This is an optimization exercise on Yosys and OpenROAD, whose aim is small area, not a production implementation.
Where RTL was checked, it was by simulation tests only, not by an equivalence proof against the original.
Power is estimated from default activity; no workload was simulated.

Design FIFO_shift_reg_beh, start of the top module:
module FIFO_shift_reg_beh
#(
    parameter FIFO_width = 32,
    parameter FIFO_depth = 10
 )
(
    output reg [FIFO_width - 1 : 0] dataOut,
    output empty, full,
    input readEnable, writeEnable,
    input [FIFO_width - 1 : 0] dataIn,
    input enable, reset, clk
    );
Size: ~640 cells after synthesis, ~360 flip-flops, about 71 I/O pins, about 0.013 mm² of cells after synthesis.
Settings: LEC_CHECK=0, CAP_MARGIN=20, CORE_MARGIN=2, CORE_UTILIZATION=40, PLACE_DENSITY=0.6, SLEW_MARGIN=20; clock period 5.0 ns.
run.sh (not shown) runs the stock make flow with config.mk's settings and CLKGATE_MAP_FILE= SYNTH_SCRIPT=/design/flow/synth_recipe.tcl, a recipe that flattens the netlist after the stock synthesis.
The starting point passed the timing, design-rule and antenna checks.
Change:
==> flow/flow/run.sh (new file) <==
#!/bin/bash
# The standard layout, with the smallest buffer on every input and output port
# instead of the one buffer_ports picks by itself.
set -euo pipefail
export BUFFER_PORTS_ARGS="-buffer_cell sky130_fd_sc_hd__buf_1"
bash standard.sh finish > standard.log 2>&1
==> flow/standard.sh (new file) <==
#!/bin/bash
# synth_recipe.tcl (not shown) runs the flow's synth.tcl, then flattens the netlist and writes it again
# the make line also repeats each setting of config.mk as NAME=value (left out here)
make -C /OpenROAD-flow-scripts/flow DESIGN_CONFIG=/design/flow/config.mk WORK_HOME=/design/flow/orfs CLKGATE_MAP_FILE= SYNTH_SCRIPT=/design/flow/synth_recipe.tcl "${@:-finish}"
Settings changed: CTS_BUF_LIST set to sky130_fd_sc_hd__clkbuf_8, CTS_CLUSTER_DIAMETER set to 50, CTS_CLUSTER_SIZE set to 18.
removed: flow/run.sh
Design area came out lower by a few percent.
Die area stays the same.
Area after synthesis is unchanged.
Synthesized cell count does not change.
Clock power fell by a quarter to a third.
Clock-buffer cell count falls by 17.
Change:
==> flow/run.sh (new file) <==
#!/bin/bash
# synth_recipe.tcl (not shown) runs the flow's synth.tcl, then flattens the netlist and writes it again
# the make line also repeats each setting of config.mk as NAME=value (left out here)
make -C /OpenROAD-flow-scripts/flow DESIGN_CONFIG=/design/flow/config.mk WORK_HOME=/design/flow/orfs CLKGATE_MAP_FILE= SYNTH_SCRIPT=/design/flow/synth_recipe.tcl finish
Settings changed: CTS_BUF_LIST sky130_fd_sc_hd__clkbuf_8 to sky130_fd_sc_hd__clkbuf_16, CTS_CLUSTER_DIAMETER 50 to 80, CTS_CLUSTER_SIZE 18 to 30.
removed: flow/flow/run.sh
removed: flow/standard.sh
Global-route usage fell by 0.18 points.
Worst setup slack gets worse by 0.24 ns.
Total power decreases by 4.1%.
Register-to-register slack degrades by 0.22 ns.
Routed wire length drops by 0.55%.
Die area is unchanged.
Synthesized area stays the same.
Cell count goes down by 2.8%.
Design area is higher by 1.7%.
Critical path depth shrinks by 1.
Via count grows by 0.64%.
No functional check of the RTL was part of any run of this note.

========
FIFO_shift_reg_beh, a different RTL version from the one above (not shown whole).
Size in the first run: about 870 cells after synthesis, ~71 I/O pins, about 0.012 mm² of cells after synthesis.
Settings: LEC_CHECK=0, CAP_MARGIN=20, CORE_MARGIN=2, CORE_UTILIZATION=65, PLACE_DENSITY=0.8, SLEW_MARGIN=20; clock period 5.0 ns.
standard.sh (not shown) runs the stock make flow with config.mk's settings and CLKGATE_MAP_FILE= SYNTH_SCRIPT=/design/flow/synth_recipe.tcl, a recipe that flattens the netlist after the stock synthesis.
==> flow/flow/run.sh <==
#!/bin/bash
# The standard layout, with two changes:
#  - after the standard synthesis, the logic between its registers is replaced by the
#    hand-mapped netlist gen_netlist.py writes (the registers stay as synthesis made them);
#  - every input and output port gets the smallest buffer, sky130_fd_sc_hd__buf_1.
# Each tool's output goes to a log of its own in this folder.
set -euo pipefail
R=orfs/results/${FLOW_PLATFORM}/FIFO_shift_reg_beh/base
export BUFFER_PORTS_ARGS="-buffer_cell sky130_fd_sc_hd__buf_1"
export CTS_ARGS="-sink_clustering_enable -repair_clock_nets -sink_clustering_size 36 -sink_clustering_max_diameter 60 -buf_list sky130_fd_sc_hd__clkbuf_16 -dont_use_dummy_load"
bash standard.sh synth > synth.log 2>&1
cp $R/1_2_yosys.v standard_1_2_yosys.v
if python3 flow/gen_netlist.py standard_1_2_yosys.v $R/1_2_yosys.v > gen_netlist.log 2>&1; then
  rm -f $R/1_synth.odb $R/1_synth.sdc
fi
bash standard.sh finish > layout.log 2>&1
Other scripts of this flow, unchanged in this note and not shown: flow/flow/gen_netlist.py
The starting point ran to the end with no violations.
Then changed:
--- a/flow/flow/run.sh
+++ b/flow/flow/run.sh
@@ -8,5 +8,4 @@
 R=orfs/results/${FLOW_PLATFORM}/FIFO_shift_reg_beh/base
 export BUFFER_PORTS_ARGS="-buffer_cell sky130_fd_sc_hd__buf_1"
-export CTS_ARGS="-sink_clustering_enable -repair_clock_nets -sink_clustering_size 36 -sink_clustering_max_diameter 60 -buf_list sky130_fd_sc_hd__clkbuf_16 -dont_use_dummy_load"
 bash standard.sh synth > synth.log 2>&1
 cp $R/1_2_yosys.v standard_1_2_yosys.v
Settings changed: CORE_UTILIZATION 65 to 40, CTS_BUF_LIST set to sky130_fd_sc_hd__clkbuf_16, CTS_CLUSTER_DIAMETER set to 80, CTS_CLUSTER_SIZE set to 30, PLACE_DENSITY 0.8 to 0.6.
Result: Fmax goes up by about 5%. Core utilization goes down by 28 points. Die area goes up by 60%. Cell area goes up by 2.2%. Wire length goes up by about 2.4%. Worst setup slack is better by 0.16 ns. Final cell count goes up by about 14%. Non-clock buffer count goes up by 4. Clock power goes up by about 6%. Area after synthesis does not change.
Then changed:
--- a/flow/flow/run.sh
+++ b/flow/flow/run.sh
@@ -8,4 +8,5 @@
 R=orfs/results/${FLOW_PLATFORM}/FIFO_shift_reg_beh/base
 export BUFFER_PORTS_ARGS="-buffer_cell sky130_fd_sc_hd__buf_1"
+export CTS_ARGS="-sink_clustering_enable -repair_clock_nets -sink_clustering_size 30 -sink_clustering_max_diameter 80 -buf_list sky130_fd_sc_hd__clkbuf_16 -root_buf sky130_fd_sc_hd__clkbuf_4 -tree_buf sky130_fd_sc_hd__clkbuf_4 -sink_clustering_buffer sky130_fd_sc_hd__clkbuf_16 -dont_use_dummy_load"
 bash standard.sh synth > synth.log 2>&1
 cp $R/1_2_yosys.v standard_1_2_yosys.v
Settings changed: CORE_UTILIZATION 40 to 65, CTS_BUF_LIST sky130_fd_sc_hd__clkbuf_16 to not set, CTS_CLUSTER_DIAMETER 80 to not set, CTS_CLUSTER_SIZE 30 to not set, PLACE_DENSITY 0.6 to 0.8.
Result: Clock skew falls by 0.0080 ns; cell area went down by a few percent; fmax is lower by a few percent; final cell count goes down by roughly a tenth; synthesized cell count stays the same; total power is lower by a few percent; wire length decreases by a few percent.
Then changed:
--- a/flow/flow/run.sh
+++ b/flow/flow/run.sh
@@ -8,5 +8,5 @@
 R=orfs/results/${FLOW_PLATFORM}/FIFO_shift_reg_beh/base
 export BUFFER_PORTS_ARGS="-buffer_cell sky130_fd_sc_hd__buf_1"
-export CTS_ARGS="-sink_clustering_enable -repair_clock_nets -sink_clustering_size 30 -sink_clustering_max_diameter 80 -buf_list sky130_fd_sc_hd__clkbuf_16 -root_buf sky130_fd_sc_hd__clkbuf_4 -tree_buf sky130_fd_sc_hd__clkbuf_4 -sink_clustering_buffer sky130_fd_sc_hd__clkbuf_16 -dont_use_dummy_load"
+export CTS_ARGS="-sink_clustering_enable -repair_clock_nets -sink_clustering_size 30 -sink_clustering_max_diameter 80 -buf_list sky130_fd_sc_hd__clkbuf_16 -root_buf sky130_fd_sc_hd__clkbuf_8 -tree_buf sky130_fd_sc_hd__clkbuf_8 -sink_clustering_buffer sky130_fd_sc_hd__clkbuf_16 -dont_use_dummy_load"
 bash standard.sh synth > synth.log 2>&1
 cp $R/1_2_yosys.v standard_1_2_yosys.v
=>
- via count came out lower slightly
- combinational power barely changes
- sequential power hardly moves
- total power came out higher slightly
- die area does not change
- clock-buffer cell count does not change
- utilization barely changes
- design area barely changes
Then changed:
Settings changed: GPL_ROUTABILITY_DRIVEN set to 0, GPL_TIMING_DRIVEN set to 0.
After rerunning: Final cell count increases slightly. Count of clock-buffer cells in the layout stays the same. Combinational power increases by a few percent. Core utilization increases by 1.8 points. Clock power stays flat. Sequential power is about the same.
Then changed:
--- a/flow/flow/run.sh
+++ b/flow/flow/run.sh
@@ -8,5 +8,5 @@
 R=orfs/results/${FLOW_PLATFORM}/FIFO_shift_reg_beh/base
 export BUFFER_PORTS_ARGS="-buffer_cell sky130_fd_sc_hd__buf_1"
-export CTS_ARGS="-sink_clustering_enable -repair_clock_nets -sink_clustering_size 30 -sink_clustering_max_diameter 80 -buf_list sky130_fd_sc_hd__clkbuf_16 -root_buf sky130_fd_sc_hd__clkbuf_8 -tree_buf sky130_fd_sc_hd__clkbuf_8 -sink_clustering_buffer sky130_fd_sc_hd__clkbuf_16 -dont_use_dummy_load"
+export CTS_ARGS="-sink_clustering_enable -repair_clock_nets -sink_clustering_size 30 -sink_clustering_max_diameter 80 -buf_list sky130_fd_sc_hd__clkbuf_16 -dont_use_dummy_load"
 bash standard.sh synth > synth.log 2>&1
 cp $R/1_2_yosys.v standard_1_2_yosys.v
Settings changed: GPL_ROUTABILITY_DRIVEN 0 to not set, GPL_TIMING_DRIVEN 0 to not set.
What happened:
- core utilization falls by 1.6 points
- critical path depth falls by 1
- non-clock buffer count falls by 21
- synthesized area stays the same
- final cell count falls slightly
- setup slack degrades by 0.032 ns
- synthesized cell count does not change
- first-iteration DRC count falls slightly
- fmax falls slightly
- clock skew falls by 0.0041 ns

========
The RTL this note starts from:
==> flow/design.v <==
`timescale 1ns / 1ps
module FIFO_shift_reg_beh
#(
    parameter FIFO_width = 32,
    parameter FIFO_depth = 10                    
 )
(
    output reg [FIFO_width - 1 : 0] dataOut,
    output empty, full,
    input readEnable, writeEnable,
    input [FIFO_width - 1 : 0] dataIn,
    input enable, reset, clk
    );
    reg [FIFO_width * FIFO_depth - 1 : 0] slots;     
    reg [5:0] count;
    wire [FIFO_depth : 0] at;
    assign at[0]  = ~count[5] & ~count[0];
    assign at[1]  =  count[0] & ~count[1];
    assign at[2]  =  count[1] & ~count[2];
    assign at[3]  =  count[2] & ~count[3];
    assign at[4]  =  count[3] & ~count[4];
    assign at[5]  =  count[4] & ~count[5];
    assign at[6]  =  count[5] &  count[0];
    assign at[7]  = ~count[0] &  count[1];
    assign at[8]  = ~count[1] &  count[2];
    assign at[9]  = ~count[2] &  count[3];
    assign at[10] = ~count[3] &  count[4];
    assign empty = at[0];
    assign full  = at[FIFO_depth];
    wire doRead  = readEnable & ~empty;
    wire doWrite = writeEnable & ~full & ~doRead;
    integer i;
    wire shift = enable & ~reset & doWrite;
    wire keep  = ~(enable & doWrite);
    wire [FIFO_width * FIFO_depth - 1 : 0] slotIn = {slots[FIFO_width * (FIFO_depth - 1) - 1 : 0], dataIn};
    always @(posedge clk)
        slots <= (slotIn & {FIFO_width * FIFO_depth{shift}}) | (slots & {FIFO_width * FIFO_depth{keep}});
    reg [FIFO_width - 1 : 0] oldest;
    always @(*) begin
        oldest = {FIFO_width{1'b0}};
        for (i = 0; i < FIFO_depth; i = i + 1)
            oldest = oldest | (slots[FIFO_width * i +: FIFO_width] & {FIFO_width{at[i+1]}});
    end
    wire stepCount = enable & ~reset & (doRead | doWrite);
    wire keepCount = ~(enable & (reset | doRead | doWrite));
    wire [5:0] nextCount = doRead ? {~count[0], count[5:1]} : {count[4:0], ~count[5]};
    always @(posedge clk)
        count <= (nextCount & {6{stepCount}}) | (count & {6{keepCount}});
    wire loadOut = enable & (reset | doRead);
    always @(posedge clk)
        dataOut <= (oldest & {FIFO_width{loadOut & ~reset}}) | (dataOut & {FIFO_width{~loadOut}});
endmodule
Settings: LEC_CHECK=0, CAP_MARGIN=0, CORE_MARGIN=2, CORE_UTILIZATION=65, PLACE_DENSITY=0.8, SLEW_MARGIN=0; clock period 5.0 ns.
==> flow/flow/run.sh <==
#!/bin/bash
# The standard layout, with two changes:
#  - after the standard synthesis, the logic between its registers is replaced by the
#    hand-mapped netlist gen_netlist.py writes (the registers stay as synthesis made them);
#  - every input and output port gets the smallest buffer, sky130_fd_sc_hd__buf_1.
# Each tool's output goes to a log of its own in this folder.
set -euo pipefail
R=orfs/results/${FLOW_PLATFORM}/FIFO_shift_reg_beh/base
export BUFFER_PORTS_ARGS="-buffer_cell sky130_fd_sc_hd__buf_1"
export CTS_ARGS="-sink_clustering_enable -repair_clock_nets -sink_clustering_size 30 -sink_clustering_max_diameter 80 -buf_list sky130_fd_sc_hd__clkbuf_16 -dont_use_dummy_load"
bash standard.sh synth > synth.log 2>&1
cp $R/1_2_yosys.v standard_1_2_yosys.v
if python3 flow/gen_netlist.py standard_1_2_yosys.v $R/1_2_yosys.v > gen_netlist.log 2>&1; then
  rm -f $R/1_synth.odb $R/1_synth.sdc
fi
bash standard.sh finish > layout.log 2>&1
Other scripts of this flow, unchanged in this note and not shown: flow/flow/gen_netlist.py
Next try:
- CAP_MARGIN: 0 -> 20
- CORE_UTILIZATION: 65 -> 80
- PLACE_DENSITY: 0.8 -> 0.92
- SLEW_MARGIN: 0 -> 20
Result:
- sequential share of layout area stays flat
- via count came out higher by 5.6%
- clock-buffer cell count stays the same
- power goes up by 0.65%
- die area goes down by 18%

========
## run a
RTL: the design.v shown in full above, as it stands there.
clock: 5.0 ns
lec_check: 0
cap_margin: 20
core_margin: 2
core_utilization: 65
place_density: 0.8
slew_margin: 20
==> flow/flow/run.sh <==
#!/bin/bash
# The standard layout, with two changes:
#  - after the standard synthesis, the logic between its registers is replaced by the
#    hand-mapped netlist gen_netlist.py writes (the registers stay as synthesis made them);
#  - every input and output port gets the smallest buffer, sky130_fd_sc_hd__buf_1.
# Each tool's output goes to a log of its own in this folder.
set -euo pipefail
R=orfs/results/${FLOW_PLATFORM}/FIFO_shift_reg_beh/base
export BUFFER_PORTS_ARGS="-buffer_cell sky130_fd_sc_hd__buf_1"
export CTS_ARGS="-sink_clustering_enable -repair_clock_nets -sink_clustering_size 32 -sink_clustering_max_diameter 80 -buf_list sky130_fd_sc_hd__clkbuf_16 -dont_use_dummy_load"
bash standard.sh synth > synth.log 2>&1
cp $R/1_2_yosys.v standard_1_2_yosys.v
if python3 flow/gen_netlist.py standard_1_2_yosys.v $R/1_2_yosys.v > gen_netlist.log 2>&1; then
  rm -f $R/1_synth.odb $R/1_synth.sdc
fi
bash standard.sh finish > layout.log 2>&1
Other scripts of this flow, unchanged in this note and not shown: flow/flow/gen_netlist.py
Run a went all the way through the flow, and no timing, DRC or antenna check failed.
Setup changes, run a to run b
-- flow/flow/run.sh --
<<< run a, line 8
R=orfs/results/${FLOW_PLATFORM}/FIFO_shift_reg_beh/base
export BUFFER_PORTS_ARGS="-buffer_cell sky130_fd_sc_hd__buf_1"
export CTS_ARGS="-sink_clustering_enable -repair_clock_nets -sink_clustering_size 32 -sink_clustering_max_diameter 80 -buf_list sky130_fd_sc_hd__clkbuf_16 -dont_use_dummy_load"
bash standard.sh synth > synth.log 2>&1
cp $R/1_2_yosys.v standard_1_2_yosys.v
>>> run b, line 8
R=orfs/results/${FLOW_PLATFORM}/FIFO_shift_reg_beh/base
export BUFFER_PORTS_ARGS="-buffer_cell sky130_fd_sc_hd__buf_1"
export CTS_ARGS="-sink_clustering_enable -repair_clock_nets -sink_clustering_size 30 -sink_clustering_max_diameter 150 -buf_list sky130_fd_sc_hd__clkbuf_16 -dont_use_dummy_load"
bash standard.sh synth > synth.log 2>&1
cp $R/1_2_yosys.v standard_1_2_yosys.v
Findings:
Run comparison: run b timing endpoint of the critical path slots[30]; run a timing endpoint of the critical path slots[154]. Summary of run b over run a: number of endpoints with negative hold slack in the final report saw little to no change; amount of wire on met3 after detailed routing -250 µm; proportion of total power due to net switching closely matched the old numbers; reported net switching power shows no meaningful change. Comparing run b against run a, there is no change at all in count of buffers inserted at the top-level ports. Worst hold path stage count across run b and run a: no real change. Where worst setup slack is concerned, run a is better than run b. Via count shrinks slightly when moving from run a to run b. Any difference in wire length between run b and run a is small enough to ignore. | final total power | run a vs run b | ≈ equal |.

==> separate check: timing with driven ports <==
In the flow no input, the clock included, has a driving cell. The finished layouts below were timed again as built, in two steps.
Step 1, drivers: a clkbuf_16 drives clk and a buf_2 each remaining input, both assumed.
Step 2 also shifts input and output timing later by t, the mid clock arrival at the registers, as if the neighbouring blocks saw the same clock.
Slacks: no drivers / after step 1 / after step 2; pairs: no drivers / after step 1.
| run | shift t [ns] | setup WS [ns] | worst setup path at the end | pins driven straight from the clock port |
|---|---|---|---|---|
| the first run of note 1 | 0.554 | 2.079 / 2.032 / 1.569 | input to register | 1 |
| the second run of note 1 | 0.651 | 2.303 / 2.262 / 1.974 | input to register | 1 |
| the third run of note 1 | 0.551 | 2.066 / 2.018 / 1.569 | input to register | 1 |
| the first run of note 2 | 0.549 | 1.738 / 1.760 / 1.210 | input to register | 1 |
| the second run of note 2 | 0.550 | 1.895 / 1.925 / 1.375 | input to register | 1 |
| the third run of note 2 | 0.722 | 1.800 / 1.800 / 1.226 | input to register | 1 |
| the fourth run of note 2 | 0.589 | 1.805 / 1.805 / 1.233 | input to register | 1 |
| the fifth run of note 2 | 0.576 | 1.804 / 1.817 / 1.241 | input to register | 1 |
| the sixth run of note 2 | 0.544 | 1.772 / 1.793 / 1.249 | input to register | 1 |
| the first run of note 3 | 0.544 | 1.772 / 1.793 / 1.249 | input to register | 1 |
| the second run of note 3 | 0.538 | 1.843 / 1.862 / 1.323 | input to register | 1 |
| run a | 0.531 | 1.763 / 1.784 / 1.253 | input to register | 1 |
| run b | 0.542 | 1.744 / 1.765 / 1.222 | input to register | 1 |
After both steps setup and hold are still met in every run listed. The setup slack of the third run of note 2, which loses most, moves by 0.000 ns with the drivers and by -0.574 ns with both steps.
